Context: an optimization exercise on an open-source flow, tuned for small area and a short achievable clock period. The choices shown serve that exercise and are no tape-out recipe. In this exercise RTL edits were held to simulation tests only and were not proved equivalent to the original.

--- design/flow/flow/gen.py ---
#!/usr/bin/env python3
"""Generator for the 3x3 streaming matrix multiplier.

  python3 gen.py rtl OUTDIR            write OUTDIR/pe.v and OUTDIR/matrix_mul_sa_pipe.v
  python3 gen.py net STD.v OUT.v       write a gate-level sky130hd netlist of the same
                                       design to OUT.v, taking register instance names
                                       and cell types from the standard synthesis STD.v

The RTL and the netlist come from one description, so they match at every
register: the netlist only chooses cells and signal polarities.

Each PE(i,j) is a two-stage multiply-accumulate unit. Stage 1 forms the
Baugh-Wooley partial products of a*b and reduces them with a Dadda tree of
full/half adders to T1 rows, which are registered (some bits inverted).
Stage 2 adds those rows to base = load ? 3K : acc, with K the Baugh-Wooley
constant, so three products after a load acc holds their exact sum.
"""
import re
import sys

W = 17                      # accumulator width
T1 = 2                      # rows left after stage 1
PREFIX = "hc"                # carry-propagate adder: "ks" Kogge-Stone, "sk" Sklansky,
                             # "hc" Han-Carlson
MULT = "booth"              # "bw" Baugh-Wooley array, "booth" radix-4 Booth on b
if MULT == "bw":
    K = (1 << 16) + (1 << 15) + (1 << 8)          # a*b = tree + K (mod 2^17)
else:
    K = -((1 << 8) + (1 << 10) + (1 << 12) + (1 << 14))
K3 = (3 * K) % (1 << W)
BW = 12 if MULT == "booth" else 8                 # width of a stored b operand

# rough delays (ns) used only to order adder inputs
D_FA, D_HA, D_INV, D_G = 0.42, 0.25, 0.05, 0.12


# ----------------------------------------------------------------------------
# logical signals carry an RTL expression name and, in the netlist, a literal
# (net, pol): the net holds the value when pol == 0 and its complement when 1.
class Sig:
    def __init__(self, rtl, net, pol, t):
        self.rtl, self.net, self.pol, self.t = rtl, net, pol, t


class Builder:
    def __init__(self, prefix):
        self.prefix = prefix
        self.rtl = []          # RTL assigns
        self.rtl_wires = []
        self.cells = []        # (type, {pin: net})
        self.nets = []
        self.n = 0
        self.invs = {}

    def wire(self, kind):
        self.n += 1
        return f"{kind}{self.n}"

    def net(self):
        self.n += 1
        name = f"{self.prefix}n{self.n}"
        self.nets.append(name)
        return name

    def cell(self, typ, **pins):
        self.cells.append((typ, pins))

    def lit(self, s, pol):
        """net carrying s's value xor pol"""
        if s.pol == pol:
            return s.net
        if s.net not in self.invs:
            y = self.net()
            self.cell("inv_1", A=s.net, Y=y)
            self.invs[s.net] = y
        return self.invs[s.net]

    def rtl_assign(self, expr, kind="w"):
        name = self.wire(kind)
        self.rtl_wires.append(name)
        self.rtl.append(f"    assign {name} = {expr};")
        return name

    # --- adders on logical signals
    def fa(self, x, y, z):
        pols = [x.pol, y.pol, z.pol]
        p = 1 if sum(pols) >= 2 else 0
        t = max(s.t + (D_INV if s.pol != p else 0) for s in (x, y, z))
        a, b, c = (self.lit(s, p) for s in (x, y, z))
        so, co = self.net(), self.net()
        self.cell("fa_1", A=a, B=b, CIN=c, SUM=so, COUT=co)
        rs = self.rtl_assign(f"{x.rtl} ^ {y.rtl} ^ {z.rtl}", "s")
        rc = self.rtl_assign(f"({x.rtl} & {y.rtl}) | ({x.rtl} & {z.rtl}) | ({y.rtl} & {z.rtl})", "c")
        return Sig(rs, so, p, t + D_FA), Sig(rc, co, p, t + D_FA)

    def ha(self, x, y):
        t = max(x.t, y.t)
        so, co = self.net(), self.net()
        if x.pol == 0 and y.pol == 0:
            self.cell("ha_1", A=x.net, B=y.net, SUM=so, COUT=co)
            t += D_HA
        elif x.pol == 1 and y.pol == 1:
            self.cell("xnor2_1", A=x.net, B=y.net, Y=so)       # ~(~x ^ ~y) = ~(x ^ y)
            self.cell("or2_1", A=x.net, B=y.net, X=co)         # ~x | ~y = ~(x & y)
            t += D_G + 0.05
            rs = self.rtl_assign(f"{x.rtl} ^ {y.rtl}", "s")
            rc = self.rtl_assign(f"{x.rtl} & {y.rtl}", "c")
            return Sig(rs, so, 1, t), Sig(rc, co, 1, t)
        else:
            if x.pol == 1:
                x, y = y, x                                     # x true, y inverted
            self.cell("xnor2_1", A=x.net, B=y.net, Y=so)       # ~(x ^ ~y) = x ^ y
            self.cell("nor2b_1", A=y.net, B_N=x.net, Y=co)     # ~(~y) & x = x & y
            t += D_G + 0.05
        rs = self.rtl_assign(f"{x.rtl} ^ {y.rtl}", "s")
        rc = self.rtl_assign(f"{x.rtl} & {y.rtl}", "c")
        return Sig(rs, so, 0, t), Sig(rc, co, 0, t)

    def reduce(self, cols, final):
        """Dadda reduction of columns of Sig to at most `final` bits each."""
        ncol = len(cols)
        d = [2]
        while d[-1] < max(len(x) for x in cols):
            d.append(d[-1] * 3 // 2)
        targets = [t for t in reversed(d[:-1]) if t >= final]
        for target in targets:
            new_cols = [[] for _ in range(ncol)]
            carries = [[] for _ in range(ncol + 1)]
            for c in range(ncol):
                bits = sorted(cols[c], key=lambda s: s.t)
                h = len(bits) + len(carries[c])
                out = []
                while h > target:
                    if h - target >= 2 and len(bits) >= 3:
                        # earliest bit plus the two next best matching its polarity
                        first = bits[0]
                        rest = bits[1:]
                        rest.sort(key=lambda s: (s.t + (D_INV if s.pol != first.pol else 0)))
                        grp = [first] + rest[:2]
                        for g in grp:
                            bits.remove(g)
                        s, cy = self.fa(*grp)
                        h -= 2
                    elif len(bits) >= 2:
                        s, cy = self.ha(bits.pop(0), bits.pop(0))
                        h -= 1
                    else:
                        break
                    out.append(s)
                    if c + 1 < ncol:
                        carries[c + 1].append(cy)
                new_cols[c] = bits + out + carries[c]
            cols = new_cols
        return cols


# ----------------------------------------------------------------------------
def build_pe(prefix, a_nets, b_nets, ld_net, nld_net, acc_nets, regnames):
    """Build one PE. Returns (builder, rtl_regs, q_info, acc_d_nets).

    a_nets/b_nets: nets of operand bits (true polarity); acc_nets: Q nets of
    the accumulator flip-flops; regnames: callable giving register nets."""
    B = Builder(prefix)
    cols = [[] for _ in range(W)]
    if MULT == "bw":
        # stage 1: partial products, all carried inverted
        for i in range(8):
            for j in range(8):
                y = B.net()
                if (i == 7) != (j == 7):
                    B.cell("and2_1", A=a_nets[i], B=b_nets[j], X=y)
                    r = B.rtl_assign(f"~(a[{i}] & b[{j}])", "p")
                else:
                    B.cell("nand2_1", A=a_nets[i], B=b_nets[j], Y=y)
                    r = B.rtl_assign(f"a[{i}] & b[{j}]", "p")
                cols[i + j].append(Sig(r, y, 1, D_G))
    else:
        # radix-4 Booth: b arrives encoded as one[k] = b[k], two[k] = b[4+k],
        # neg[k] = b[8+k]; row k = (sel ^ neg) with sel = one & a[j] | two & a[j-1],
        # its top bit inverted (sign extension folded into K), plus neg at 2k
        for k in range(4):
            one, two, neg = b_nets[k], b_nets[4 + k], b_nets[8 + k]
            ro, rt, rn = f"b[{k}]", f"b[{4 + k}]", f"b[{8 + k}]"
            for j in range(9):
                ns = B.net()
                aj = a_nets[min(j, 7)]
                raj = f"a[{min(j, 7)}]"
                if j == 0:
                    B.cell("nand2_1", A=one, B=aj, Y=ns)
                    rsel = f"({ro} & {raj})"
                else:
                    am = a_nets[j - 1]
                    B.cell("a22oi_1", A1=one, A2=aj, B1=two, B2=am, Y=ns)
                    rsel = f"(({ro} & {raj}) | ({rt} & a[{j - 1}]))"
                y = B.net()
                if j < 8:
                    # x = sel ^ neg = ~(nsel ^ neg)
                    B.cell("xnor2_1", A=ns, B=neg, Y=y)
                    r = B.rtl_assign(f"{rsel} ^ {rn}", "p")
                else:
                    # the top bit enters inverted: ~x = nsel ^ neg
                    B.cell("xor2_1", A=ns, B=neg, X=y)
                    r = B.rtl_assign(f"~({rsel} ^ {rn})", "p")
                cols[2 * k + j].append(Sig(r, y, 0, D_G + 0.2))
            cols[2 * k].append(Sig(rn, neg, 0, 0.0))
        # column 0 holds x[0][0] and neg[0]; add them here so that no stage-1
        # register is a plain copy of an operand bit
        s0, c0 = B.ha(cols[0][0], cols[0][1])
        cols[0] = [s0]
        cols[1].append(c0)
    cols = B.reduce(cols, T1)
    # registered rows: register q{k}_{c} holds the row bit, inverted when its
    # literal is inverted (so the flip-flop needs no inverter)
    qregs = []       # (regname, rtl expr for D, d_net, pol)
    qsigs = [[] for _ in range(W)]
    for c in range(W):
        assert len(cols[c]) <= T1
        for k, s in enumerate(cols[c]):
            name = f"q{k}_{c}"
            expr = f"~{s.rtl}" if s.pol else s.rtl
            qnet = regnames(name)
            qregs.append((name, expr, s.net))
            qsigs[c].append(Sig(f"({'~' if s.pol else ''}{name})", qnet, s.pol, 0.0))
    # stage 2: base, nand2/nor2 give base inverted
    cols2 = [[] for _ in range(W)]
    for c in range(W):
        cols2[c].append(Sig(f"acc[{c}]", acc_nets[c], 0, 0.0))
        cols2[c].extend(qsigs[c])
    cols2 = B.reduce(cols2, 2)
    # carry-propagate adder: Sklansky prefix with polarity tracking
    g, p, h = [], [], []
    for c in range(W):
        bits = cols2[c]
        if len(bits) == 2:
            u, v = bits
            # generate g = u & v, propagate p = u | v (prefix), half sum h = u ^ v
            gn, pn, hn = B.net(), B.net(), B.net()
            if u.pol == 0 and v.pol == 0:
                B.cell("nand2_1", A=u.net, B=v.net, Y=gn)
                gs = Sig(None, gn, 1, 0)
                B.cell("nor2_1", A=u.net, B=v.net, Y=pn)
                ps = Sig(None, pn, 1, 0)
                B.cell("xor2_1", A=u.net, B=v.net, X=hn)
                hs = Sig(None, hn, 0, 0)
            elif u.pol == 1 and v.pol == 1:
                B.cell("nor2_1", A=u.net, B=v.net, Y=gn)
                gs = Sig(None, gn, 0, 0)
                B.cell("nand2_1", A=u.net, B=v.net, Y=pn)
                ps = Sig(None, pn, 0, 0)
                B.cell("xor2_1", A=u.net, B=v.net, X=hn)
                hs = Sig(None, hn, 0, 0)
            else:
                if u.pol == 1:
                    u, v = v, u
                B.cell("nor2b_1", A=v.net, B_N=u.net, Y=gn)
                gs = Sig(None, gn, 0, 0)
                B.cell("nand2b_1", A_N=u.net, B=v.net, Y=pn)
                ps = Sig(None, pn, 0, 0)
                B.cell("xnor2_1", A=u.net, B=v.net, Y=hn)
                hs = Sig(None, hn, 0, 0)
            g.append(gs)
            p.append(ps)
            h.append(hs)
        elif len(bits) == 1:
            g.append(None)
            p.append(bits[0])
            h.append(bits[0])
        else:
            g.append(None)
            p.append(None)
            h.append(None)
    # rtl for stage 2 result rows
    r0 = [cols2[c][0].rtl if len(cols2[c]) > 0 else "1'b0" for c in range(W)]
    r1 = [cols2[c][1].rtl if len(cols2[c]) > 1 else "1'b0" for c in range(W)]

    def combine(hi, lo):
        """(G,P) of hi range combined with lower range lo; None means 0 for G."""
        Gh, Ph = hi
        Gl, Pl = lo
        if Gl is None:
            G = Gh
        elif Ph is None:
            G = Gh
        elif Gh is None:
            # G = Ph & Gl
            G = and_sig(B, Ph, Gl)
        else:
            G = aoi_sig(B, Gh, Ph, Gl)
        if Ph is None or Pl is None:
            P = None
        else:
            P = and_sig(B, Ph, Pl)
        return (G, P)

    # prefix over bits 0..W-2 (carries into bits 1..W-1)
    n = W - 1
    node = [(g[i], p[i]) for i in range(n)]
    lvl = 1
    while lvl < n:
        new = list(node)
        for i in range(n):
            if PREFIX == "sk" and (i // lvl) % 2 == 1:
                new[i] = combine(node[i], node[(i // lvl) * lvl - 1])
            elif PREFIX == "ks" and i >= lvl:
                new[i] = combine(node[i], node[i - lvl])
            elif PREFIX == "hc" and i % 2 == 1 and i >= lvl:
                new[i] = combine(node[i], node[i - lvl])
        node = new
        lvl *= 2
    if PREFIX == "hc":
        # Han-Carlson: odd bits went through Kogge-Stone; even bits take one more level
        for i in range(2, n, 2):
            node[i] = combine(node[i], node[i - 1])
    carry = [None] + [node[i][0] for i in range(n)]
    # acc D = clr ? K3 : sum; ns = ~sum bit, then nor2(clr, ns) = ~clr & sum
    # or nand2(nclr, ns) = clr | sum
    acc_d = []
    for c in range(W):
        hs, cs = h[c], carry[c]
        if hs is None and cs is None:
            raise RuntimeError("constant sum bit")
        if cs is None:
            ns = B.lit(hs, 1)
        elif hs is None:
            ns = B.lit(cs, 1)
        else:
            ns = B.net()
            if hs.pol == cs.pol:
                B.cell("xnor2_1", A=hs.net, B=cs.net, Y=ns)
            else:
                B.cell("xor2_1", A=hs.net, B=cs.net, X=ns)
        y = B.net()
        if (K3 >> c) & 1:
            B.cell("nand2_1", A=nld_net, B=ns, Y=y)
        else:
            B.cell("nor2_1", A=ld_net, B=ns, Y=y)
        acc_d.append(y)
    return B, qregs, r0, r1, acc_d


def and_sig(B, x, y):
    """x & y with polarity tracking."""
    o = B.net()
    if x.pol == 0 and y.pol == 0:
        B.cell("nand2_1", A=x.net, B=y.net, Y=o)
        return Sig(None, o, 1, 0)
    if x.pol == 1 and y.pol == 1:
        B.cell("nor2_1", A=x.net, B=y.net, Y=o)
        return Sig(None, o, 0, 0)
    if x.pol == 1:
        x, y = y, x
    # x true, y inverted: x & ~ny
    B.cell("nor2b_1", A=y.net, B_N=x.net, Y=o)
    return Sig(None, o, 0, 0)


def aoi_sig(B, gh, ph, gl):
    """gh | (ph & gl) with polarity tracking."""
    o = B.net()
    pols = [gh.pol, ph.pol, gl.pol]
    pol = 1 if sum(pols) >= 2 else 0
    a1, a2, b1 = B.lit(ph, pol), B.lit(gl, pol), B.lit(gh, pol)
    if pol == 0:
        B.cell("a21oi_1", A1=a1, A2=a2, B1=b1, Y=o)
        return Sig(None, o, 1, 0)
    # inputs inverted: ~G = ngh & (nph | ngl) -> G = o21ai
    B.cell("o21ai_1", A1=a1, A2=a2, B1=b1, Y=o)
    return Sig(None, o, 0, 0)


# ----------------------------------------------------------------------------
PES = [  # name, a operand reg, b operand reg, load strobe pair
    ("pe_11", "x1d1", "y1d1", "1"),
    ("pe_12", "x1d2", "y2d1", "2"),
    ("pe_13", "x1d3", "y3d1", "3"),
    ("pe_21", "x2d1", "y1d2", "2"),
    ("pe_22", "x2d2", "y2d2", "3"),
    ("pe_23", "x2d2", "y3d1", "3"),
    ("pe_31", "x3d1", "y1d3", "3"),
    ("pe_32", "x3d1", "y2d2", "3"),
    ("pe_33", "x3d1", "y3d1", "3"),
]
# load strobe pairs: (ld register, nld register, phase of ph_nx, nld reset kind)
STROBES = {
    "1": ("ld1", "nld1", 1, None),
    "2": ("ld2", "nld2", 2, None),
    "3": ("ld3", "nld3", 3, None),
}
OPREGS = [("x1d1", "x_1"), ("x1d2", "x1d1"), ("x1d3", "x1d2"),
          ("x2d1", "x_2"), ("x2d2", "x2d1"), ("x3d1", "x_3"),
          ("y1d1", "y_1"), ("y1d2", "y1d1"), ("y1d3", "y1d2"),
          ("y2d1", "y_2"), ("y2d2", "y2d1"), ("y3d1", "y_3")]


def pe_template():
    """Build the PE once with placeholder nets to get its RTL."""
    a = [f"a[{i}]" for i in range(8)]
    b = [f"b[{i}]" for i in range(BW)]
    acc = [f"acc[{i}]" for i in range(W)]
    return build_pe("t_", a, b, "load", "nload", acc, lambda q: q)


def write_rtl(outdir):
    B, qregs, r0, r1, _ = pe_template()
    o = []
    o.append("// Generated by gen/gen.py (see gen/README.md): two-stage signed 8x8")
    o.append("// multiply-accumulate unit. Stage 1 reduces the " + ("Baugh-Wooley" if MULT == "bw" else "radix-4 Booth") + " partial products")
    o.append(f"// of a*b with a Dadda tree to {T1} rows and registers them (bits marked ~ are")
    o.append("// stored inverted). Stage 2 adds the rows to acc, or sets acc to 3K when load")
    o.append("// (nload = ~load) is high, where K is the constant left out of stage 1, so")
    o.append("// three products after a load acc holds their exact sum (mod 2^17).")
    o.append("module pe (")
    o.append("    input                    clk,")
    o.append("    input                    load,")
    o.append("    input                    nload,")
    o.append("    input  signed [7:0]      a,")
    o.append(f"    input         [{BW - 1}:0]      b,")
    o.append("    output reg signed [16:0] acc")
    o.append(");")
    for w in B.rtl_wires:
        o.append(f"    wire {w};")
    for name, _, _ in qregs:
        o.append(f"    reg {name};")
    o.extend(B.rtl)
    o.append("    always @(posedge clk) begin")
    for name, expr, _ in qregs:
        o.append(f"        {name} <= {expr};")
    o.append("    end")
    o.append("    wire [16:0] r0 = {" + ", ".join(reversed(r0)) + "};")
    o.append("    wire [16:0] r1 = {" + ", ".join(reversed(r1)) + "};")
    o.append("    wire [16:0] sum = r0 + r1;")
    o.append("    always @(posedge clk) begin")
    for c in range(W):
        if (K3 >> c) & 1:
            o.append(f"        acc[{c}] <= ~nload | sum[{c}];")
        else:
            o.append(f"        acc[{c}] <= ~load & sum[{c}];")
    o.append("    end")
    o.append("endmodule")
    open(f"{outdir}/pe.v", "w").write("\n".join(o) + "\n")
    open(f"{outdir}/matrix_mul_sa_pipe.v", "w").write(top_rtl())


def booth_enc_exprs(y):
    """RTL expressions of the 12 stored Booth bits of port y: one[0..3],
    two[0..3], neg[0..3]."""
    one, two, nneg = [], [], []
    for k in range(4):
        if k == 0:
            one.append(f"{y}[0]")
            two.append(f"({y}[1] & ~{y}[0])")
        else:
            one.append(f"({y}[{2 * k}] ^ {y}[{2 * k - 1}])")
            two.append(f"(({y}[{2 * k + 1}] ^ {y}[{2 * k}]) & ~({y}[{2 * k}] ^ {y}[{2 * k - 1}]))")
        nneg.append(f"{y}[{2 * k + 1}]")
    return one + two + nneg


def top_rtl():
    t = TOP_RTL.replace("@BW1@", str(BW - 1))
    if MULT == "booth":
        enc = ["    // y operands are stored radix-4 Booth encoded: bits 3:0 one, 7:4 two,",
               "    // 11:8 sign of each digit"]
        for i in (1, 2, 3):
            ex = booth_enc_exprs(f"y_{i}")
            enc.append(f"    wire [11:0] ye{i} = {{" + ", ".join(reversed(ex)) + "};")
        t = t.replace("@YENC@", "\n".join(enc) + "\n")
        for i in (1, 2, 3):
            t = t.replace(f"@Y{i}@", f"ye{i}")
    else:
        t = t.replace("@YENC@", "")
        for i in (1, 2, 3):
            t = t.replace(f"@Y{i}@", f"y_{i}")
    return t


TOP_RTL = """// 3x3 matrix multiplier on a skewed stream, one matrix pair every 4 cycles.
module matrix_mul_sa_pipe #(
    parameter DW = 8
)(
    input                    clk,
    input                    rst_n,
    input                    start,
    input  signed [DW-1:0]   x_1, x_2, x_3, y_1, y_2, y_3,
    output                   p11_v, p1221_v, p132231_v, p3223_v, p33_v,
    output signed [2*DW:0]   p_1_1, p_1_2, p_1_3, p_2_1, p_2_2, p_2_3, p_3_1, p_3_2, p_3_3
);
    // window phase: ph = cycle mod 4 once start is high; run set from cycle 4;
    // results of window n are valid in cycles 4n+5, 4n+6, 4n+7
    reg [1:0] ph;
    reg       run;
    reg       v0, v1, v2;
    always @(posedge clk or negedge rst_n) begin
        if (!rst_n) begin
            ph  <= 2'd0;
            run <= 1'b0;
            v0  <= 1'b0;
            v1  <= 1'b0;
            v2  <= 1'b0;
        end else begin
            ph  <= ph + {1'b0, start};
            run <= run | (start & (ph == 2'd3));
            v0  <= start & run & (ph == 2'd0);
            v1  <= start & run & (ph == 2'd1);
            v2  <= start & run & (ph == 2'd2);
        end
    end
    assign p11_v     = v0;
    assign p1221_v   = v1;
    assign p132231_v = v2;
    assign p3223_v   = v2;
    assign p33_v     = v2;

    // operand delay lines (no reset: only values from the current stream are used)
    reg signed [DW-1:0] x1d1, x1d2, x1d3, x2d1, x2d2, x3d1;
    reg        [@BW1@:0] y1d1, y1d2, y1d3, y2d1, y2d2, y3d1;
@YENC@    always @(posedge clk) begin
        x1d1 <= x_1; x1d2 <= x1d1; x1d3 <= x1d2;
        x2d1 <= x_2; x2d2 <= x2d1;
        x3d1 <= x_3;
        y1d1 <= @Y1@; y1d2 <= y1d1; y1d3 <= y1d2;
        y2d1 <= @Y2@; y2d2 <= y2d1;
        y3d1 <= @Y3@;
    end

    // PE(i,j) accumulates in phases max(i,j) + 1 .. max(i,j) + 3; in phase
    // max(i,j), after its result was shown, it is set to its start value. The
    // load strobes (and their complements) are registered from the next phase.
    wire [1:0] ph_nx = ph + {1'b0, start};
    reg ld1, ld2, ld3, nld1, nld2, nld3;
    always @(posedge clk) begin
        ld1  <= (ph_nx == 2'd1);
        ld2  <= (ph_nx == 2'd2);
        ld3  <= (ph_nx == 2'd3);
        nld1 <= (ph_nx != 2'd1);
        nld2 <= (ph_nx != 2'd2);
        nld3 <= (ph_nx != 2'd3);
    end

    pe pe_11 (.clk(clk), .load(ld1), .nload(nld1), .a(x1d1), .b(y1d1), .acc(p_1_1));
    pe pe_12 (.clk(clk), .load(ld2), .nload(nld2), .a(x1d2), .b(y2d1), .acc(p_1_2));
    pe pe_13 (.clk(clk), .load(ld3), .nload(nld3), .a(x1d3), .b(y3d1), .acc(p_1_3));
    pe pe_21 (.clk(clk), .load(ld2), .nload(nld2), .a(x2d1), .b(y1d2), .acc(p_2_1));
    pe pe_22 (.clk(clk), .load(ld3), .nload(nld3), .a(x2d2), .b(y2d2), .acc(p_2_2));
    pe pe_23 (.clk(clk), .load(ld3), .nload(nld3), .a(x2d2), .b(y3d1), .acc(p_2_3));
    pe pe_31 (.clk(clk), .load(ld3), .nload(nld3), .a(x3d1), .b(y1d3), .acc(p_3_1));
    pe pe_32 (.clk(clk), .load(ld3), .nload(nld3), .a(x3d1), .b(y2d2), .acc(p_3_2));
    pe pe_33 (.clk(clk), .load(ld3), .nload(nld3), .a(x3d1), .b(y3d1), .acc(p_3_3));
endmodule
"""


# ----------------------------------------------------------------------------
PORT_NETS = {"p11_v", "p1221_v", "p132231_v", "p3223_v", "p33_v"}


def esc(name):
    return "\\" + name + " "


def write_net(std_path, out_path):
    # registers of the standard synthesis: base name -> (instance name, cell)
    std = {}
    for m in re.finditer(r"(sky130_fd_sc_hd__d\w+)\s+\\(\S+)\s*\(", open(std_path).read()):
        cell, inst = m.group(1), m.group(2)
        base = inst.split("$")[0]
        std[base] = (inst, cell)
    cells = []       # (type, inst, pins)
    nets = set()
    regs_used = {}

    def reg(base, d, q, reset=None):
        if base not in std:
            raise RuntimeError(f"register {base} not in standard synthesis")
        inst, cell = std[base]
        if reset is True:
            reset = "r"
        want = {None: "dfxtp", "r": "dfrtp", "s": "dfstp"}[reset]
        if not cell.startswith(f"sky130_fd_sc_hd__{want}"):
            raise RuntimeError(f"register {base} is {cell}, expected {want}")
        pins = {"CLK": "clk", "D": d, "Q": q}
        if reset == "r":
            pins["RESET_B"] = "rst_n"
        elif reset == "s":
            pins["SET_B"] = "rst_n"
        cells.append((cell[len("sky130_fd_sc_hd__"):], esc(inst), pins))
        regs_used[base] = True

    cnt = [0]

    def gate(typ, **pins):
        cnt[0] += 1
        cells.append((typ, f"_g{cnt[0]}_", pins))

    def net(name):
        nets.add(name)
        return name

    # operand registers
    opq = {}
    for r, src in OPREGS:
        opq[r] = [net(f"{r}_q{i}") for i in range(BW if r[0] == "y" else 8)]
    enc = {}
    if MULT == "booth":
        for yi in ("y_1", "y_2", "y_3"):
            e = [net(f"{yi}_e{i}") for i in range(12)]
            b = [f"{yi}[{i}]" for i in range(8)]
            for k in range(4):
                e[8 + k] = b[2 * k + 1]          # sign bits are stored as they come
                if k == 0:
                    e[0] = b[0]
                    gate("nor2b_1", A=b[0], B_N=b[1], Y=e[4])
                else:
                    x = net(f"{yi}_x{k}")
                    gate("xor2_1", A=b[2 * k], B=b[2 * k - 1], X=e[k])
                    gate("xnor2_1", A=b[2 * k + 1], B=b[2 * k], Y=x)
                    gate("nor2_1", A=e[k], B=x, Y=e[4 + k])
            enc[yi] = e
    for r, src in OPREGS:
        for i in range(len(opq[r])):
            if src in enc:
                d = enc[src][i]
            elif src.startswith(("x_", "y_")):
                d = f"{src}[{i}]"
            else:
                d = opq[src][i]
            reg(f"{r}[{i}]", d, opq[r][i])
    # control
    ph = [net("ph_q0"), net("ph_q1")]
    run, v0, v1 = net("run_q"), "p11_v", "p1221_v"
    v2 = "p132231_v"
    phd = [net("ph_d0"), net("ph_d1")]
    t0 = net("ph_t")
    gate("xor2_1", A="ph_q0", B="start", X=phd[0])
    gate("and2_1", A="ph_q0", B="start", X=t0)
    gate("xor2_1", A="ph_q1", B=t0, X=phd[1])
    reg("ph[0]", phd[0], ph[0], True)
    reg("ph[1]", phd[1], ph[1], True)
    rund = net("run_d")
    gate("a31o_1", A1="start", A2=ph[0], A3=ph[1], B1=run, X=rund)
    reg("run", rund, run, True)
    for v, vd, g in ((v0, "v0_d", None), (v1, "v1_d", None), (v2, "v2_d", None)):
        net(vd)
    gate("and4bb_1", A_N=ph[0], B_N=ph[1], C="start", D=run, X="v0_d")
    gate("and4b_1", A_N=ph[1], B=ph[0], C="start", D=run, X="v1_d")
    gate("and4b_1", A_N=ph[0], B=ph[1], C="start", D=run, X="v2_d")
    reg("v0", "v0_d", v0, True)
    reg("v1", "v1_d", v1, True)
    reg("v2", "v2_d", v2, True)
    gate("buf_1", A=v2, X="p3223_v")
    gate("buf_1", A=v2, X="p33_v")
    # ph_nx == 2, 3, 0 and complements
    for n_ in ("eq1", "ne1", "eq2", "ne2", "eq3", "ne3"):
        net(n_)
    gate("nor2b_1", A=phd[1], B_N=phd[0], Y="eq1")         # ph_nx == 1
    gate("nand2b_1", A_N=phd[1], B=phd[0], Y="ne1")
    gate("nor2b_1", A=phd[0], B_N=phd[1], Y="eq2")         # ph_nx == 2
    gate("nand2b_1", A_N=phd[0], B=phd[1], Y="ne2")
    gate("and2_1", A=phd[0], B=phd[1], X="eq3")            # ph_nx == 3
    gate("nand2_1", A=phd[0], B=phd[1], Y="ne3")
    ld, nld = {}, {}
    for key, (lr, nr, ph_, nk) in STROBES.items():
        ld[key] = net(f"{lr}_q")
        nld[key] = net(f"{nr}_q")
        if lr not in regs_used:
            reg(lr, f"eq{ph_}", ld[key])
        reg(nr, f"ne{ph_}", nld[key], nk)
    # PEs
    outname = {"pe_11": "p_1_1", "pe_12": "p_1_2", "pe_13": "p_1_3",
               "pe_21": "p_2_1", "pe_22": "p_2_2", "pe_23": "p_2_3",
               "pe_31": "p_3_1", "pe_32": "p_3_2", "pe_33": "p_3_3"}
    for name, ra, rb, grp in PES:
        acc = [f"{outname[name]}[{c}]" for c in range(W)]
        qnets = {}

        def regnames(q, name=name, qnets=qnets):
            qnets[q] = net(f"{name}_{q}")
            return qnets[q]
        B, qregs, _, _, acc_d = build_pe(f"{name}_", opq[ra], opq[rb], ld[grp], nld[grp], acc, regnames)
        for n_ in B.nets:
            nets.add(n_)
        for typ, pins in B.cells:
            cnt[0] += 1
            cells.append((typ, f"_g{cnt[0]}_", pins))
        for q, expr, dnet in qregs:
            reg(f"{name}.{q}", dnet, qnets[q])
        for c in range(W):
            reg(f"{name}.acc[{c}]", acc_d[c], acc[c])
    # drop gates whose outputs drive nothing (registers always stay)
    outs = ("X", "Y", "SUM", "COUT")
    while True:
        used = set()
        for typ, inst, pins in cells:
            for k, v in pins.items():
                if k not in outs and k != "Q":
                    used.add(v)
        keep = []
        for cell in cells:
            typ, inst, pins = cell
            o_ = [v for k, v in pins.items() if k in outs]
            if o_ and not typ.startswith("d") and not any(v in used or v in PORT_NETS or v.startswith("p_") for v in o_):
                continue
            keep.append(cell)
        if len(keep) == len(cells):
            break
        cells[:] = keep
    # size flip-flops by fanout (the drive strength may differ from synthesis)
    fo = {}
    for typ, inst, pins in cells:
        for k, v in pins.items():
            if k not in ("X", "Y", "Q", "SUM", "COUT"):
                fo[v] = fo.get(v, 0) + 1
    for idx, (typ, inst, pins) in enumerate(cells):
        if typ.startswith(("dfxtp", "dfrtp", "dfstp")):
            n_ = fo.get(pins["Q"], 0)
            if n_ > 12:
                cells[idx] = (typ[:5] + "_4", inst, pins)
            elif n_ > 5:
                cells[idx] = (typ[:5] + "_2", inst, pins)
    missing = set(std) - set(regs_used)
    if missing:
        raise RuntimeError(f"standard registers not built: {sorted(missing)[:5]}")
    # write
    o = []
    ports = ["clk", "rst_n", "start", "x_1", "x_2", "x_3", "y_1", "y_2", "y_3",
             "p11_v", "p1221_v", "p132231_v", "p3223_v", "p33_v"] + \
            [f"p_{i}_{j}" for i in (1, 2, 3) for j in (1, 2, 3)]
    o.append("module matrix_mul_sa_pipe(" + ", ".join(ports) + ");")
    for p_ in ("clk", "rst_n", "start"):
        o.append(f"  input {p_};")
    for p_ in ("x_1", "x_2", "x_3", "y_1", "y_2", "y_3"):
        o.append(f"  input [7:0] {p_};")
    for p_ in ("p11_v", "p1221_v", "p132231_v", "p3223_v", "p33_v"):
        o.append(f"  output {p_};")
    for i in (1, 2, 3):
        for j in (1, 2, 3):
            o.append(f"  output [16:0] p_{i}_{j};")
    for n_ in sorted(nets):
        o.append(f"  wire {n_};")
    for typ, inst, pins in cells:
        conns = ", ".join(f".{k}({v})" for k, v in pins.items())
        o.append(f"  sky130_fd_sc_hd__{typ} {inst}({conns});")
    o.append("endmodule")
    open(out_path, "w").write("\n".join(o) + "\n")
    from collections import Counter
    cc = Counter(t for t, _, _ in cells)
    sys.stderr.write("cells: " + ", ".join(f"{k} {v}" for k, v in sorted(cc.items())) + "\n")


if __name__ == "__main__":
    if sys.argv[1] == "rtl":
        write_rtl(sys.argv[2])
    elif sys.argv[1] == "net":
        write_net(sys.argv[2], sys.argv[3])
--- design/flow/config.mk ---
export PLATFORM = sky130hd
export DESIGN_NAME = matrix_mul_sa_pipe
export DESIGN_NICKNAME = matrix_mul_sa_pipe
export VERILOG_FILES = /design/flow/design.v
export SDC_FILE = /design/flow/constraint.sdc
export NUM_CORES = 4
export LEC_CHECK = 0
export CAP_MARGIN = 20
export CORE_MARGIN = 2
export CORE_UTILIZATION = 40
export CTS_BUF_LIST = sky130_fd_sc_hd__clkbuf_16
export CTS_CLUSTER_DIAMETER = 80
export CTS_CLUSTER_SIZE = 25
export SETUP_SLACK_MARGIN = 3.3
export SLEW_MARGIN = 20
export TNS_END_PERCENT = 100
--- design/flow/constraint.sdc ---
create_clock -name core_clock -period 5.5 [get_ports {clk}]
set_input_delay 1.1000 -clock core_clock [delete_from_list [all_inputs] [get_ports {clk}]]
set_output_delay 1.1000 -clock core_clock [all_outputs]
set_load 0.01 [all_outputs]
--- design/flow/standard.sh ---
#!/bin/bash
# synth_recipe.tcl (not shown) runs the flow's synth.tcl, then flattens the netlist and writes it again
# the make line also repeats each setting of config.mk as NAME=value (left out here)
make -C /OpenROAD-flow-scripts/flow DESIGN_CONFIG=/design/flow/config.mk WORK_HOME=/design/flow/orfs CLKGATE_MAP_FILE= SYNTH_SCRIPT=/design/flow/synth_recipe.tcl "${@:-finish}"
--- design/flow/design.v ---
module pe (
    input                    clk,
    input                    load,
    input                    nload,
    input  signed [7:0]      a,
    input         [11:0]      b,
    output reg signed [16:0] acc
);
    wire p3;
    wire p6;
    wire p9;
    wire p12;
    wire p15;
    wire p18;
    wire p21;
    wire p24;
    wire p27;
    wire p30;
    wire p33;
    wire p36;
    wire p39;
    wire p42;
    wire p45;
    wire p48;
    wire p51;
    wire p54;
    wire p57;
    wire p60;
    wire p63;
    wire p66;
    wire p69;
    wire p72;
    wire p75;
    wire p78;
    wire p81;
    wire p84;
    wire p87;
    wire p90;
    wire p93;
    wire p96;
    wire p99;
    wire p102;
    wire p105;
    wire p108;
    wire s111;
    wire c112;
    wire s115;
    wire c116;
    wire s119;
    wire c120;
    wire s123;
    wire c124;
    wire s127;
    wire c128;
    wire s131;
    wire c132;
    wire s135;
    wire c136;
    wire s139;
    wire c140;
    wire s143;
    wire c144;
    wire s147;
    wire c148;
    wire s151;
    wire c152;
    wire s155;
    wire c156;
    wire s159;
    wire c160;
    wire s163;
    wire c164;
    wire s167;
    wire c168;
    wire s171;
    wire c172;
    wire s175;
    wire c176;
    wire s179;
    wire c180;
    wire s183;
    wire c184;
    wire s187;
    wire c188;
    wire s191;
    wire c192;
    wire s195;
    wire c196;
    wire s199;
    wire c200;
    wire s203;
    wire c204;
    wire s207;
    wire c208;
    wire s211;
    wire c212;
    wire s215;
    wire c216;
    wire s219;
    wire c220;
    wire s223;
    wire c224;
    wire s227;
    wire c228;
    wire s231;
    wire c232;
    wire s235;
    wire c236;
    wire s239;
    wire c240;
    wire s243;
    wire c244;
    wire s247;
    wire c248;
    wire s251;
    wire c252;
    reg q0_0;
    reg q0_1;
    reg q1_1;
    reg q0_2;
    reg q1_2;
    reg q0_3;
    reg q1_3;
    reg q0_4;
    reg q1_4;
    reg q0_5;
    reg q1_5;
    reg q0_6;
    reg q1_6;
    reg q0_7;
    reg q1_7;
    reg q0_8;
    reg q1_8;
    reg q0_9;
    reg q1_9;
    reg q0_10;
    reg q1_10;
    reg q0_11;
    reg q1_11;
    reg q0_12;
    reg q1_12;
    reg q0_13;
    reg q1_13;
    reg q0_14;
    assign p3 = (b[0] & a[0]) ^ b[8];
    assign p6 = ((b[0] & a[1]) | (b[4] & a[0])) ^ b[8];
    assign p9 = ((b[0] & a[2]) | (b[4] & a[1])) ^ b[8];
    assign p12 = ((b[0] & a[3]) | (b[4] & a[2])) ^ b[8];
    assign p15 = ((b[0] & a[4]) | (b[4] & a[3])) ^ b[8];
    assign p18 = ((b[0] & a[5]) | (b[4] & a[4])) ^ b[8];
    assign p21 = ((b[0] & a[6]) | (b[4] & a[5])) ^ b[8];
    assign p24 = ((b[0] & a[7]) | (b[4] & a[6])) ^ b[8];
    assign p27 = ~(((b[0] & a[7]) | (b[4] & a[7])) ^ b[8]);
    assign p30 = (b[1] & a[0]) ^ b[9];
    assign p33 = ((b[1] & a[1]) | (b[5] & a[0])) ^ b[9];
    assign p36 = ((b[1] & a[2]) | (b[5] & a[1])) ^ b[9];
    assign p39 = ((b[1] & a[3]) | (b[5] & a[2])) ^ b[9];
    assign p42 = ((b[1] & a[4]) | (b[5] & a[3])) ^ b[9];
    assign p45 = ((b[1] & a[5]) | (b[5] & a[4])) ^ b[9];
    assign p48 = ((b[1] & a[6]) | (b[5] & a[5])) ^ b[9];
    assign p51 = ((b[1] & a[7]) | (b[5] & a[6])) ^ b[9];
    assign p54 = ~(((b[1] & a[7]) | (b[5] & a[7])) ^ b[9]);
    assign p57 = (b[2] & a[0]) ^ b[10];
    assign p60 = ((b[2] & a[1]) | (b[6] & a[0])) ^ b[10];
    assign p63 = ((b[2] & a[2]) | (b[6] & a[1])) ^ b[10];
    assign p66 = ((b[2] & a[3]) | (b[6] & a[2])) ^ b[10];
    assign p69 = ((b[2] & a[4]) | (b[6] & a[3])) ^ b[10];
    assign p72 = ((b[2] & a[5]) | (b[6] & a[4])) ^ b[10];
    assign p75 = ((b[2] & a[6]) | (b[6] & a[5])) ^ b[10];
    assign p78 = ((b[2] & a[7]) | (b[6] & a[6])) ^ b[10];
    assign p81 = ~(((b[2] & a[7]) | (b[6] & a[7])) ^ b[10]);
    assign p84 = (b[3] & a[0]) ^ b[11];
    assign p87 = ((b[3] & a[1]) | (b[7] & a[0])) ^ b[11];
    assign p90 = ((b[3] & a[2]) | (b[7] & a[1])) ^ b[11];
    assign p93 = ((b[3] & a[3]) | (b[7] & a[2])) ^ b[11];
    assign p96 = ((b[3] & a[4]) | (b[7] & a[3])) ^ b[11];
    assign p99 = ((b[3] & a[5]) | (b[7] & a[4])) ^ b[11];
    assign p102 = ((b[3] & a[6]) | (b[7] & a[5])) ^ b[11];
    assign p105 = ((b[3] & a[7]) | (b[7] & a[6])) ^ b[11];
    assign p108 = ~(((b[3] & a[7]) | (b[7] & a[7])) ^ b[11]);
    assign s111 = p3 ^ b[8];
    assign c112 = p3 & b[8];
    assign s115 = b[11] ^ p21;
    assign c116 = b[11] & p21;
    assign s119 = p24 ^ p45;
    assign c120 = p24 & p45;
    assign s123 = p27 ^ p48;
    assign c124 = p27 & p48;
    assign s127 = b[10] ^ p15;
    assign c128 = b[10] & p15;
    assign s131 = p18 ^ p39;
    assign c132 = p18 & p39;
    assign s135 = p42 ^ p63 ^ p84;
    assign c136 = (p42 & p63) | (p42 & p84) | (p63 & p84);
    assign s139 = p66 ^ p87 ^ s119;
    assign c140 = (p66 & p87) | (p66 & s119) | (p87 & s119);
    assign s143 = p69 ^ p90 ^ s123;
    assign c144 = (p69 & p90) | (p69 & s123) | (p90 & s123);
    assign s147 = p51 ^ p72 ^ p93;
    assign c148 = (p51 & p72) | (p51 & p93) | (p72 & p93);
    assign s151 = p54 ^ p75;
    assign c152 = p54 & p75;
    assign s155 = b[9] ^ p9;
    assign c156 = b[9] & p9;
    assign s159 = p12 ^ p33;
    assign c160 = p12 & p33;
    assign s163 = p36 ^ p57 ^ s127;
    assign c164 = (p36 & p57) | (p36 & s127) | (p57 & s127);
    assign s167 = p60 ^ s131 ^ c128;
    assign c168 = (p60 & s131) | (p60 & c128) | (s131 & c128);
    assign s171 = s115 ^ c132 ^ s135;
    assign c172 = (s115 & c132) | (s115 & s135) | (c132 & s135);
    assign s175 = c116 ^ c136 ^ s139;
    assign c176 = (c116 & c136) | (c116 & s139) | (c136 & s139);
    assign s179 = c120 ^ s143 ^ c140;
    assign c180 = (c120 & s143) | (c120 & c140) | (s143 & c140);
    assign s183 = c124 ^ s147 ^ c144;
    assign c184 = (c124 & s147) | (c124 & c144) | (s147 & c144);
    assign s187 = p96 ^ s151 ^ c148;
    assign c188 = (p96 & s151) | (p96 & c148) | (s151 & c148);
    assign s191 = p78 ^ p99 ^ c152;
    assign c192 = (p78 & p99) | (p78 & c152) | (p99 & c152);
    assign s195 = p81 ^ p102;
    assign c196 = p81 & p102;
    assign s199 = acc[1] ^ (q0_1);
    assign c200 = acc[1] & (q0_1);
    assign s203 = acc[2] ^ (q0_2) ^ (q1_2);
    assign c204 = (acc[2] & (q0_2)) | (acc[2] & (q1_2)) | ((q0_2) & (q1_2));
    assign s207 = acc[3] ^ (q0_3) ^ (q1_3);
    assign c208 = (acc[3] & (q0_3)) | (acc[3] & (q1_3)) | ((q0_3) & (q1_3));
    assign s211 = acc[4] ^ (q0_4) ^ (q1_4);
    assign c212 = (acc[4] & (q0_4)) | (acc[4] & (q1_4)) | ((q0_4) & (q1_4));
    assign s215 = acc[5] ^ (q0_5) ^ (q1_5);
    assign c216 = (acc[5] & (q0_5)) | (acc[5] & (q1_5)) | ((q0_5) & (q1_5));
    assign s219 = acc[6] ^ (q0_6) ^ (q1_6);
    assign c220 = (acc[6] & (q0_6)) | (acc[6] & (q1_6)) | ((q0_6) & (q1_6));
    assign s223 = acc[7] ^ (q0_7) ^ (q1_7);
    assign c224 = (acc[7] & (q0_7)) | (acc[7] & (q1_7)) | ((q0_7) & (q1_7));
    assign s227 = acc[8] ^ (q0_8) ^ (q1_8);
    assign c228 = (acc[8] & (q0_8)) | (acc[8] & (q1_8)) | ((q0_8) & (q1_8));
    assign s231 = acc[9] ^ (q0_9) ^ (q1_9);
    assign c232 = (acc[9] & (q0_9)) | (acc[9] & (q1_9)) | ((q0_9) & (q1_9));
    assign s235 = acc[10] ^ (q0_10) ^ (q1_10);
    assign c236 = (acc[10] & (q0_10)) | (acc[10] & (q1_10)) | ((q0_10) & (q1_10));
    assign s239 = acc[11] ^ (q0_11) ^ (q1_11);
    assign c240 = (acc[11] & (q0_11)) | (acc[11] & (q1_11)) | ((q0_11) & (q1_11));
    assign s243 = acc[12] ^ (q0_12) ^ (q1_12);
    assign c244 = (acc[12] & (q0_12)) | (acc[12] & (q1_12)) | ((q0_12) & (q1_12));
    assign s247 = acc[13] ^ (q0_13) ^ (q1_13);
    assign c248 = (acc[13] & (q0_13)) | (acc[13] & (q1_13)) | ((q0_13) & (q1_13));
    assign s251 = acc[14] ^ (q0_14);
    assign c252 = acc[14] & (q0_14);
    always @(posedge clk) begin
        q0_0 <= s111;
        q0_1 <= p6;
        q1_1 <= c112;
        q0_2 <= p30;
        q1_2 <= s155;
        q0_3 <= s159;
        q1_3 <= c156;
        q0_4 <= s163;
        q1_4 <= c160;
        q0_5 <= s167;
        q1_5 <= c164;
        q0_6 <= s171;
        q1_6 <= c168;
        q0_7 <= s175;
        q1_7 <= c172;
        q0_8 <= s179;
        q1_8 <= c176;
        q0_9 <= s183;
        q1_9 <= c180;
        q0_10 <= s187;
        q1_10 <= c184;
        q0_11 <= s191;
        q1_11 <= c188;
        q0_12 <= s195;
        q1_12 <= c192;
        q0_13 <= p105;
        q1_13 <= c196;
        q0_14 <= p108;
    end
    wire [16:0] r0 = {acc[16], acc[15], s251, s247, s243, s239, s235, s231, s227, s223, s219, s215, s211, s207, s203, (q1_1), acc[0]};
    wire [16:0] r1 = {1'b0, c252, c248, c244, c240, c236, c232, c228, c224, c220, c216, c212, c208, c204, c200, s199, (q0_0)};
    wire [16:0] sum = r0 + r1;
    always @(posedge clk) begin
        acc[0] <= ~load & sum[0];
        acc[1] <= ~load & sum[1];
        acc[2] <= ~load & sum[2];
        acc[3] <= ~load & sum[3];
        acc[4] <= ~load & sum[4];
        acc[5] <= ~load & sum[5];
        acc[6] <= ~load & sum[6];
        acc[7] <= ~load & sum[7];
        acc[8] <= ~nload | sum[8];
        acc[9] <= ~load & sum[9];
        acc[10] <= ~load & sum[10];
        acc[11] <= ~load & sum[11];
        acc[12] <= ~load & sum[12];
        acc[13] <= ~load & sum[13];
        acc[14] <= ~load & sum[14];
        acc[15] <= ~load & sum[15];
        acc[16] <= ~nload | sum[16];
    end
endmodule
module matrix_mul_sa_pipe #(
    parameter DW = 8
)(
    input                    clk,
    input                    rst_n,
    input                    start,
    input  signed [DW-1:0]   x_1, x_2, x_3, y_1, y_2, y_3,
    output                   p11_v, p1221_v, p132231_v, p3223_v, p33_v,
    output signed [2*DW:0]   p_1_1, p_1_2, p_1_3, p_2_1, p_2_2, p_2_3, p_3_1, p_3_2, p_3_3
);
    reg [1:0] ph;
    reg       run;
    reg       v0, v1, v2;
    always @(posedge clk or negedge rst_n) begin
        if (!rst_n) begin
            ph  <= 2'd0;
            run <= 1'b0;
            v0  <= 1'b0;
            v1  <= 1'b0;
            v2  <= 1'b0;
        end else begin
            ph  <= ph + {1'b0, start};
            run <= run | (start & (ph == 2'd3));
            v0  <= start & run & (ph == 2'd0);
            v1  <= start & run & (ph == 2'd1);
            v2  <= start & run & (ph == 2'd2);
        end
    end
    assign p11_v     = v0;
    assign p1221_v   = v1;
    assign p132231_v = v2;
    assign p3223_v   = v2;
    assign p33_v     = v2;
    reg signed [DW-1:0] x1d1, x1d2, x1d3, x2d1, x2d2, x3d1;
    reg        [11:0] y1d1, y1d2, y1d3, y2d1, y2d2, y3d1;
    wire [11:0] ye1 = {y_1[7], y_1[5], y_1[3], y_1[1], ((y_1[7] ^ y_1[6]) & ~(y_1[6] ^ y_1[5])), ((y_1[5] ^ y_1[4]) & ~(y_1[4] ^ y_1[3])), ((y_1[3] ^ y_1[2]) & ~(y_1[2] ^ y_1[1])), (y_1[1] & ~y_1[0]), (y_1[6] ^ y_1[5]), (y_1[4] ^ y_1[3]), (y_1[2] ^ y_1[1]), y_1[0]};
    wire [11:0] ye2 = {y_2[7], y_2[5], y_2[3], y_2[1], ((y_2[7] ^ y_2[6]) & ~(y_2[6] ^ y_2[5])), ((y_2[5] ^ y_2[4]) & ~(y_2[4] ^ y_2[3])), ((y_2[3] ^ y_2[2]) & ~(y_2[2] ^ y_2[1])), (y_2[1] & ~y_2[0]), (y_2[6] ^ y_2[5]), (y_2[4] ^ y_2[3]), (y_2[2] ^ y_2[1]), y_2[0]};
    wire [11:0] ye3 = {y_3[7], y_3[5], y_3[3], y_3[1], ((y_3[7] ^ y_3[6]) & ~(y_3[6] ^ y_3[5])), ((y_3[5] ^ y_3[4]) & ~(y_3[4] ^ y_3[3])), ((y_3[3] ^ y_3[2]) & ~(y_3[2] ^ y_3[1])), (y_3[1] & ~y_3[0]), (y_3[6] ^ y_3[5]), (y_3[4] ^ y_3[3]), (y_3[2] ^ y_3[1]), y_3[0]};
    always @(posedge clk) begin
        x1d1 <= x_1; x1d2 <= x1d1; x1d3 <= x1d2;
        x2d1 <= x_2; x2d2 <= x2d1;
        x3d1 <= x_3;
        y1d1 <= ye1; y1d2 <= y1d1; y1d3 <= y1d2;
        y2d1 <= ye2; y2d2 <= y2d1;
        y3d1 <= ye3;
    end
    wire [1:0] ph_nx = ph + {1'b0, start};
    reg ld1, ld2, ld3, nld1, nld2, nld3;
    always @(posedge clk) begin
        ld1  <= (ph_nx == 2'd1);
        ld2  <= (ph_nx == 2'd2);
        ld3  <= (ph_nx == 2'd3);
        nld1 <= (ph_nx != 2'd1);
        nld2 <= (ph_nx != 2'd2);
        nld3 <= (ph_nx != 2'd3);
    end
    pe pe_11 (.clk(clk), .load(ld1), .nload(nld1), .a(x1d1), .b(y1d1), .acc(p_1_1));
    pe pe_12 (.clk(clk), .load(ld2), .nload(nld2), .a(x1d2), .b(y2d1), .acc(p_1_2));
    pe pe_13 (.clk(clk), .load(ld3), .nload(nld3), .a(x1d3), .b(y3d1), .acc(p_1_3));
    pe pe_21 (.clk(clk), .load(ld2), .nload(nld2), .a(x2d1), .b(y1d2), .acc(p_2_1));
    pe pe_22 (.clk(clk), .load(ld3), .nload(nld3), .a(x2d2), .b(y2d2), .acc(p_2_2));
    pe pe_23 (.clk(clk), .load(ld3), .nload(nld3), .a(x2d2), .b(y3d1), .acc(p_2_3));
    pe pe_31 (.clk(clk), .load(ld3), .nload(nld3), .a(x3d1), .b(y1d3), .acc(p_3_1));
    pe pe_32 (.clk(clk), .load(ld3), .nload(nld3), .a(x3d1), .b(y2d2), .acc(p_3_2));
    pe pe_33 (.clk(clk), .load(ld3), .nload(nld3), .a(x3d1), .b(y3d1), .acc(p_3_3));
endmodule
--- design/flow/flow/run.sh ---
#!/bin/bash
# Layout flow: the standard synthesis, then the synthesized netlist is
# replaced by the gate-level netlist that flow/gen.py builds for the same RTL
# (same registers, names and cell types, taken from the standard synthesis),
# then the standard flow from floorplan to finish. Port buffers use
# buf_2. Falls back to the standard flow if the netlist cannot be built.
set -u
R=orfs/results/sky130hd/matrix_mul_sa_pipe/base
export BUFFER_PORTS_ARGS="-buffer_cell sky130_fd_sc_hd__buf_2"
if bash standard.sh synth > synth.log 2>&1 \
   && cp $R/1_2_yosys.v std_synth.v \
   && python3 flow/gen.py net std_synth.v gen_netlist.v > gen.log 2>&1; then
    cp gen_netlist.v $R/1_2_yosys.v
    rm -f $R/1_synth.odb $R/1_synth.sdc
    echo "using generated netlist" > flow_choice.log
else
    echo "generated netlist failed; standard flow" > flow_choice.log
fi
bash standard.sh > layout.log 2>&1
==> summary.txt, run 1 <==
Crit Path Category reg -> reg; # H-tree levels 2; Cell Area, Synth 0.0285 mm²; most frequent cells in the layout xnor2_1, nor2_1, a22oi_1, dfxtp_1, xor2_1; utilization after layout 49.3%; I/O pins 209; Num CTS Buffers 34; root buffer cell clkbuf_16; multi-input logic area 0.0183 mm²; DR vias 21.3k; # clock sinks 537; worst-case clock skew 0.0228 ns; total gr overflow 0; biggest fanout along the worst timing path 6; Mean Syn Cell Area 10.3 µm²; gr usage total 20.2%; final worst path period need 2.26 ns; PortBufs 208; Setup violations, final 0; TritonCTS clock tree yes; Post-DRT Antenna Nets 0; Hold Crit Class in -> async; relative max-transition margin 42.7%; worst-margin pin slew 0.859 ns; Layout Nets 3482; CP Data Arrival Time 2.72 ns; share of layout cells above drive strength 1 29.2%; Row Count 97; Via density 5.23; Iteration-0 DRC Markers 1297; Post-DP Area 0.0307 mm²; Area Growth Syn to Fin 21.5%; number of global-route vias before repair 21.9k; setup slack after placement 3.08 ns; WL final 76.9 mm; per-cell routed wire length 18.9 µm; storage element area 0.0114 mm²; Core ar. 0.0703 mm²; RSZ-0062 raised after global routing true; crit end category register; clock-pin transition on the worst setup and hold timing paths 0.09 ns; Pre-Repair DR Iteration Count 5; commonest non-fill, non-tap cell in the layout xnor2_1; hold_ws 0.344 ns; fmax 442 MHz; first-pass GRT wire length 119 mm; Final WS setup 3.24 ns; Tcrit/Tclk final 41.2%; largest net degree at the start of global routing 70; initial core utilization 40.6%; worst endpoint required time 5.96 ns; Synthesis Warnings 2; Gate Count Post-Synth 2760; clk latency of the worst-skew pair 0.58 ns; die width 271 µm; Worst setup SP type register; final hold viol count 0; Syn Nets 3135; Slew Viols, Final 0; DPL Wire Length 52.7 mm; die footprint 0.0734 mm²; Die Span Y 271 µm; DRC viols 0; status no timing/DRC/antenna violations; post-route design area 0.0346 mm²; Clock Path Buffers 3; Max-Cap Viols 0; setup TNS 0 ns; number of antenna violations at the first check in global routing 4; fill count 6299; gp weighted congestion 0.892
timing repair:
action | in CTS | in global routing
endpoints found under the setup margin | 214 | 161
pin swaps | 1 | 61
hold buffers | 0 | 0
setup buffers | 52 | 52
resized for setup | 304 | 309
final timing paths:
kind / slack [ns] / start / endpoint / cells past startpoint
min reg2reg: 0.41 / nld1$_DFF_P_ / pe_11.acc[16]$_DFF_P_ / 1
min in group core_clock: 0.41 / nld1$_DFF_P_ / pe_11.acc[16]$_DFF_P_ / 1
max: 3.24 / x3d1[6]$_DFF_P_ / pe_31.q0_8$_DFF_P_ / 6
min: 0.34 / rst_n / run$_DFF_PN0_ / 1
max in group asynchronous: 5.00 / rst_n / ph[0]$_DFF_PN0_ / 1
max reg2reg: 3.24 / x3d1[6]$_DFF_P_ / pe_31.q0_8$_DFF_P_ / 6
metrics by stage:
| stage | instances |
|---|---|
| 2_1_floorplan | 2760 |
| 3_3_place_gp | 3907 |
| 3_5_place_dp | 3907 |
| 4_1_cts | 4020 |
| 5_1_grt | 4072 |
| 6_report | 4074 |
state kept, by name (all words and copies together) (netlist names), 12 cells and up:
name / flops
pe_33.acc: 17
y1d1: 12
pe_22.acc: 17
y3d1: 12
pe_12.acc: 17
pe_31.acc: 17
y2d1: 12
y1d2: 12
pe_21.acc: 17
y1d3: 12
pe_13.acc: 17
pe_11.acc: 17
pe_23.acc: 17
y2d2: 12
pe_32.acc: 17
final cells by class:
class,count,share of cell area [%]
Antenna cell,2,0.0145
Clock buffer,37,2.67
Clock inverter,24,0.611
Inverter,45,0.488
Multi-Input combinational cell,2176,52.8
Sequential cell,537,32.9
Tap cell,940,3.40
Timing Repair Buffer,313,7.14
routing by layer:
metal	global-route usage, %	wire (µm)
met1	25.3	31900
met2	35.3	38200
met3	3.40	4300
met4	6.46	2460
met5	0	23
worst max-delay path, cell delays in order (launching register included):
cell and delay [ns]:
dfxtp_4 0.41, buf_12 0.15, a22oi_2 0.19, xnor2_1 0.14, ha_1 0.27, fa_1 0.53, fa_2 0.44
==> run 2, diff against run 1 <==
--- a/design/flow/flow/run.sh
+++ b/design/flow/flow/run.sh
@@ -3,10 +3,10 @@
 # replaced by the gate-level netlist that flow/gen.py builds for the same RTL
 # (same registers, names and cell types, taken from the standard synthesis),
 # then the standard flow from floorplan to finish. Port buffers use
-# buf_2. Falls back to the standard flow if the netlist cannot be built.
+# buf_1. Falls back to the standard flow if the netlist cannot be built.
 set -u
 R=orfs/results/sky130hd/matrix_mul_sa_pipe/base
-export BUFFER_PORTS_ARGS="-buffer_cell sky130_fd_sc_hd__buf_2"
+export BUFFER_PORTS_ARGS="-buffer_cell sky130_fd_sc_hd__buf_1"
 if bash standard.sh synth > synth.log 2>&1 \
    && cp $R/1_2_yosys.v std_synth.v \
    && python3 flow/gen.py net std_synth.v gen_netlist.v > gen.log 2>&1; then
--- a/design/flow/config.mk
+++ b/design/flow/config.mk
@@ -11,6 +11,6 @@
 export CTS_BUF_LIST = sky130_fd_sc_hd__clkbuf_16
 export CTS_CLUSTER_DIAMETER = 80
 export CTS_CLUSTER_SIZE = 25
-export SETUP_SLACK_MARGIN = 3.3
+export SETUP_SLACK_MARGIN = 3.1
 export SLEW_MARGIN = 20
 export TNS_END_PERCENT = 100
==> summary.txt, run 2 <==
status no timing/DRC/antenna violations; TritonCTS clock tree yes; crit path from pe_11.acc[12]$_DFF_P_; share of layout cells above drive strength 1 6.90% (-22 points); Max-Cap Viols 0 (unchanged); worst-margin pin slew 0.767 ns (-0.0921 ns); relative max-transition margin 48.8% (+6.1 points); largest net degree at the start of global routing 63 (-10%); cell family with most CP delay flip-flops; number of antenna violations at the first check in global routing 5 (+1); fill count 6730 (+6.8%); Row Count 97 (unchanged); commonest non-fill, non-tap cell in the layout dfxtp_1; Critical path buffers and inverters 1 (unchanged); Gate Count Post-Synth 2760 (unchanged); RSZ-0062 raised after global routing true; total gr overflow 0 (unchanged); I/O pins 209 (unchanged); DR vias 20.0k (-6.2%); setup TNS 0 ns (unchanged); Mean Syn Cell Area 10.3 µm² (unchanged); Syn Nets 3135 (unchanged); Post-DRT Antenna Nets 0 (unchanged); Slowest-stage cell, CP dfxtp_1; Iteration-0 DRC Markers 1374 (+5.9%); DPL Wire Length 50.3 mm (-4.7%); first-pass GRT wire length 110 mm (-6.9%); clock-pin transition on the worst setup and hold timing paths 0.10 ns (about the same); # H-tree levels 2 (unchanged); Reg-to-Reg Start y3d1[4]$_DFF_P_; Slew Viols, Final 0 (unchanged); final worst path period need 2.33 ns (+0.0616 ns); Crit path largest cell delay 0.46 ns (-0.07 ns); Num CTS Buffers 34 (unchanged); final hold viol count 0 (unchanged); biggest fanout along the worst timing path 2 (-4); fmax 430 MHz (-2.6%); PortBufs 208 (unchanged); Worst setup SP type register; WL final 69.3 mm (-9.8%); worst-case clock skew 0.0203 ns (-0.00255 ns); Synthesis Warnings 2 (unchanged); per-cell routed wire length 17.5 µm (-7.5%); Final WS setup 3.17 ns (-0.0616 ns); root buffer cell clkbuf_16; utilization after layout 45.2% (-4.1 points); Clock Path Buffers 3 (unchanged); post-route design area 0.0317 mm² (-8.3%); worst endpoint required time 4.40 ns (-1.56 ns); CTS Hold Bufs 0 (unchanged); Hold Crit Class in -> async; Post-DP Area 0.0305 mm² (-0.85%); Tcrit/Tclk final 42.3% (+1.1 points); Crit Path Category reg -> out; Setup violations, final 0 (unchanged); initial core utilization 40.6% (unchanged); crit path cell chain buf_1; die width 271 µm (unchanged); Area Growth Syn to Fin 11.4%; die footprint 0.0734 mm² (unchanged); gp weighted congestion 0.841 (-5.6%); # clock sinks 537 (unchanged); most frequent cells in the layout dfxtp_1, xnor2_1, nor2_1, a22oi_1, nand2_1; Core ar. 0.0703 mm² (unchanged); Layout Nets 3380 (-2.9%); number of global-route vias before repair 20.1k (-8.2%); clk latency of the worst-skew pair 0.58 ns (about the same); setup slack after placement 3.12 ns (+0.0372 ns); Via density 5.03 (-3.7%); Pre-Repair DR Iteration Count 6 (+1); crit end category primary output; Cell Area, Synth 0.0285 mm² (unchanged); gr usage total 18.9% (-1.3 points); DRC viols 0 (unchanged); CP Data Arrival Time 1.23 ns (-1.49 ns); Die Span Y 271 µm (unchanged)
## run 2: cell types whose count changed in the layout (fill, tap and decap cells not counted), moves of 47 or more
cell	previous run	this run
o21ai_2	54	7
dfxtp_4	113	46
buf_6	87	1
buf_2	114	1
buf_1	0	207
buf_4	104	1
dfxtp_1	262	406
nor2_1	275	377
o21ai_1	131	182
nor2_2	93	1
a21oi_1	35	85
dfxtp_2	156	79
## run 2: through the flow
stage / hold slack, ns / cells
after detailed placement: 0.393 / 3907
after floorplan: 0.358 / 2760
after global placement: 0.391 / 3907
after global routing: 0.360 / 3971
after CTS: 0.337 / 3970
final: 0.376 / 3972
## run 2: final cells by class
| class | count | area (µm²) | share of cell area (%) |
|---|---|---|---|
| Clock inverter | 24 | 216 | 0.682 |
| Inverter | 45 | 169 | 0.532 |
| Clock buffer | 38 | 951 | 3.00 |
| Tap cell | 940 | 1180 | 3.70 |
| Multi-Input combinational cell | 2176 | 17400 | 54.7 |
| Sequential cell | 537 | 11100 | 34.8 |
| Antenna cell | 1 | 2.50 | 0.00788 |
| Timing Repair Buffer | 211 | 816 | 2.57 |
## run 2: path summary, 6_finish.rpt
kind / to / slack (ns) / cells past startpoint
worst max-delay path: p_1_1[12] / 3.17 / 1
max in group asynchronous: ph[0]$_DFF_PN0_ / 4.86 / 1
worst min register to register: pe_11.acc[16]$_DFF_P_ / 0.41 / 1
min in group core_clock: pe_11.acc[16]$_DFF_P_ / 0.41 / 1
worst max register to register: pe_13.q0_8$_DFF_P_ / 3.20 / 5
worst min-delay path: v1$_DFF_PN0_ / 0.38 / 1
## run 2: repair_timing
| action | CTS | global route |
|---|---|---|
| setup buffers | 1 | 1 |
| pin swaps | 0 | 0 |
| gates resized for setup | 1 | 23 |
| endpoints found under the setup margin | 2 | 33 |
| gates cloned | 0 | 0 |
## run 2: routing by layer
layer  wire (µm)  vias to the layer above  GRT usage (%)  part of all wire (%)
li1            -                     9818              -                     -
met1       30800                     9577           25.3                    44
met2       32700                      483           31.5                    47
met3        4180                       96           3.32                   6.0
met4        1530                        6           4.68                   2.2
met5          34                        -              0                 0.049
==> run 3, diff against run 2 <==
--- a/design/flow/config.mk
+++ b/design/flow/config.mk
@@ -7,10 +7,10 @@
 export LEC_CHECK = 0
 export CAP_MARGIN = 20
 export CORE_MARGIN = 2
-export CORE_UTILIZATION = 40
+export CORE_UTILIZATION = 50
 export CTS_BUF_LIST = sky130_fd_sc_hd__clkbuf_16
 export CTS_CLUSTER_DIAMETER = 80
 export CTS_CLUSTER_SIZE = 25
-export SETUP_SLACK_MARGIN = 3.1
+export SETUP_SLACK_MARGIN = 3.2
 export SLEW_MARGIN = 20
 export TNS_END_PERCENT = 100
==> summary.txt, run 3 <==
status no timing/DRC/antenna violations; setup TNS 0 ns (unchanged); Pre-Repair DR Iteration Count 6 (unchanged); number of antenna violations at the first check in global routing 9 (+4); relative max-transition margin 44.8% (-4.1 points); DR vias 20.7k (+3.6%); Max-Cap Viols 0 (unchanged); die width 243 µm (-10%); worst-margin pin slew 0.828 ns (+0.0609 ns); clk latency of the worst-skew pair 0.63 ns (+0.05 ns); first-pass GRT wire length 111 mm (+0.66%); Worst setup SP type register; WL final 71.4 mm (+2.9%); initial core utilization 50.6% (+10 points); Setup violations, final 0 (unchanged); DRC viols 0 (unchanged); die footprint 0.0589 mm² (-20%); Area Growth Syn to Fin 12.9%; Row Count 87 (-10%); most frequent cells in the layout xnor2_1, nor2_1, dfxtp_1, a22oi_1, nand2_1; worst endpoint required time 6.01 ns (+1.61 ns); I/O pins 209 (unchanged); CP Data Arrival Time 2.78 ns (+1.55 ns); Layout Nets 3394 (+0.41%); reg2reg end pe_32.q0_8$_DFF_P_; root buffer cell clkbuf_16; RSZ-0062 raised after global routing true; largest net degree at the start of global routing 64 (+1.6%); crit end category register; biggest fanout along the worst timing path 6 (+4); # clock sinks 537 (unchanged); worst-case clock skew 0.0278 ns (+0.00752 ns); Tcrit/Tclk final 41.3% (-0.98 points); post-route design area 0.0322 mm² (+1.4%); total gr overflow 0 (unchanged); Crit Path Category reg -> reg; DPL Wire Length 50.6 mm (+0.69%); hold_ws 0.319 ns (-0.0572 ns); Die Span Y 243 µm (-10%); Hold Crit Class in -> async; share of layout cells above drive strength 1 16.8% (+9.9 points); Slew Viols, Final 0 (unchanged); Syn Nets 3135 (unchanged); number of global-route vias before repair 20.9k (+3.8%); Synthesis Warnings 2 (unchanged); Via density 5.44 (+8.2%); # H-tree levels 1 (-1); Mean Syn Cell Area 10.3 µm² (unchanged); Iteration-0 DRC Markers 1469 (+6.9%); Clock Path Buffers 3 (unchanged); Num CTS Buffers 31 (-8.8%); Reg2Reg Setup Slack 3.23 ns (+0.03 ns); Gate Count Post-Synth 2760 (unchanged); final hold viol count 0 (unchanged); depth of the most critical reg-to-reg path 6 (+1); gp weighted congestion 0.852 (+1.3%); Post-DP Area 0.0302 mm² (-0.76%); fill count 4945 (-27%); final worst path period need 2.27 ns (-0.0536 ns); fmax 440 MHz (+2.4%); clock-pin transition on the worst setup and hold timing paths 0.09 ns (about the same); gr usage total 23.4% (+4.5 points); Post-DRT Antenna Nets 0 (unchanged); PortBufs 208 (unchanged); TritonCTS clock tree yes; Core ar. 0.0564 mm² (-20%); Reg-to-Reg Start x3d1[7]$_DFF_P_; per-cell routed wire length 18.8 µm (+7.5%); commonest non-fill, non-tap cell in the layout xnor2_1; Cell Area, Synth 0.0285 mm² (unchanged)
-- run 3: area by class of cell --
cell class / instances / area, µm² / share of cell area (%)
inverters: 45 / 169 / 0.525
repair buffers: 228 / 1200 / 3.73
clock inverters: 26 / 245 / 0.762
clock buffers: 32 / 801 / 2.49
flip-flops and latches: 537 / 11200 / 34.9
multi-input cells: 2176 / 17600 / 54.6
diodes: 3 / 7.51 / 0.0233
well taps: 756 / 946 / 2.94
-- run 3: worst max path at each step --
stage	endpoint	startpoint	slack, ns	cells after the start
floorplan	pe_33.q0_8$_DFF_P_	x3d1[7]$_DFF_P_	3.35	5
global placement	pe_33.q0_8$_DFF_P_	x3d1[7]$_DFF_P_	3.17	5
detailed placement	pe_33.q0_8$_DFF_P_	x3d1[7]$_DFF_P_	3.12	5
CTS	p_2_3[10]	pe_23.acc[10]$_DFF_P_	3.13	1
global route	pe_33.acc[13]$_DFF_P_	pe_33.acc[5]$_DFF_P_	3.11	9
finish	pe_32.q0_8$_DFF_P_	x3d1[7]$_DFF_P_	3.23	6
-- run 3: through the flow --
step / setup WS [ns] / cells / utilization [%]
2_1_floorplan: 3.35 / 2760 / -
3_3_place_gp: 3.17 / 3723 / 53.6
3_5_place_dp: 3.12 / 3723 / 53.6
4_1_cts: 3.13 / 3782 / 55.9
5_1_grt: 3.11 / 3802 / 57.1
6_report: 3.23 / 3803 / 57.1
-- run 3: per-layer routing --
layer | up-vias | GRT usage [%] | wire length [µm]
met5 | - | 0 | 73
met2 | 580 | 40.6 | 35600
met1 | 10100 | 29.9 | 29700
met3 | 116 | 3.87 | 4230
li1 | 9866 | - | -
met4 | 12 | 6.84 | 1730
-- run 3: what timing repair did --
| action | 4_1_cts | 5_1_grt |
|---|---|---|
| cloned | 0 | 0 |
| hold buffers | 0 | 0 |
| endpoints found under the setup margin | 133 | 168 |
| resized for setup | 164 | 178 |
| setup buffers | 1 | 18 |
| pin swaps | 0 | 7 |
-- run 3: worst max-delay path, cell delays in order, from the launching register on --
cell and delay [ns]:
dfxtp_4 0.47, buf_12 0.18, a22oi_1 0.08, xor2_1 0.18
ha_1 0.32, fa_1 0.51, fa_1 0.41

==> what the ideal ports hide <==
No port has a modelled driver above. Below, the same layouts with a new extraction and two added sets of constraints. Step 1 sets driving cells, clkbuf_16 on the clock port and buf_2 on the other inputs (assumed; they add their load-dependent delay and slew). Step 2 moves the port delays by t, midway between the first and last clock arrival at a register: inputs arrive t later, outputs are due t later. That takes back most of the time a late clock gives input paths. Three values: ideal ports, drivers, drivers and shift; two values: the first two.
| run | t (ns) | slack for setup (ns) | hold slack, ns | worst setup path at the end | slew at the worst register clock pin (ns) |
|---|---|---|---|---|---|
| run 1 | 0.630 | 3.235 / 3.235 / 3.235 | 0.344 / 0.306 / 0.407 | register to register | 0.09 / 0.09 |
| run 2 | 0.632 | 3.174 / 3.116 / 3.201 | 0.376 / 0.339 / 0.415 | register to register | 0.10 / 0.10 |
| run 3 | 0.679 | 3.227 / 3.178 / 3.227 | 0.319 / 0.280 / 0.392 | register to register | 0.10 / 0.10 |
After both steps every run listed still meets setup and hold.
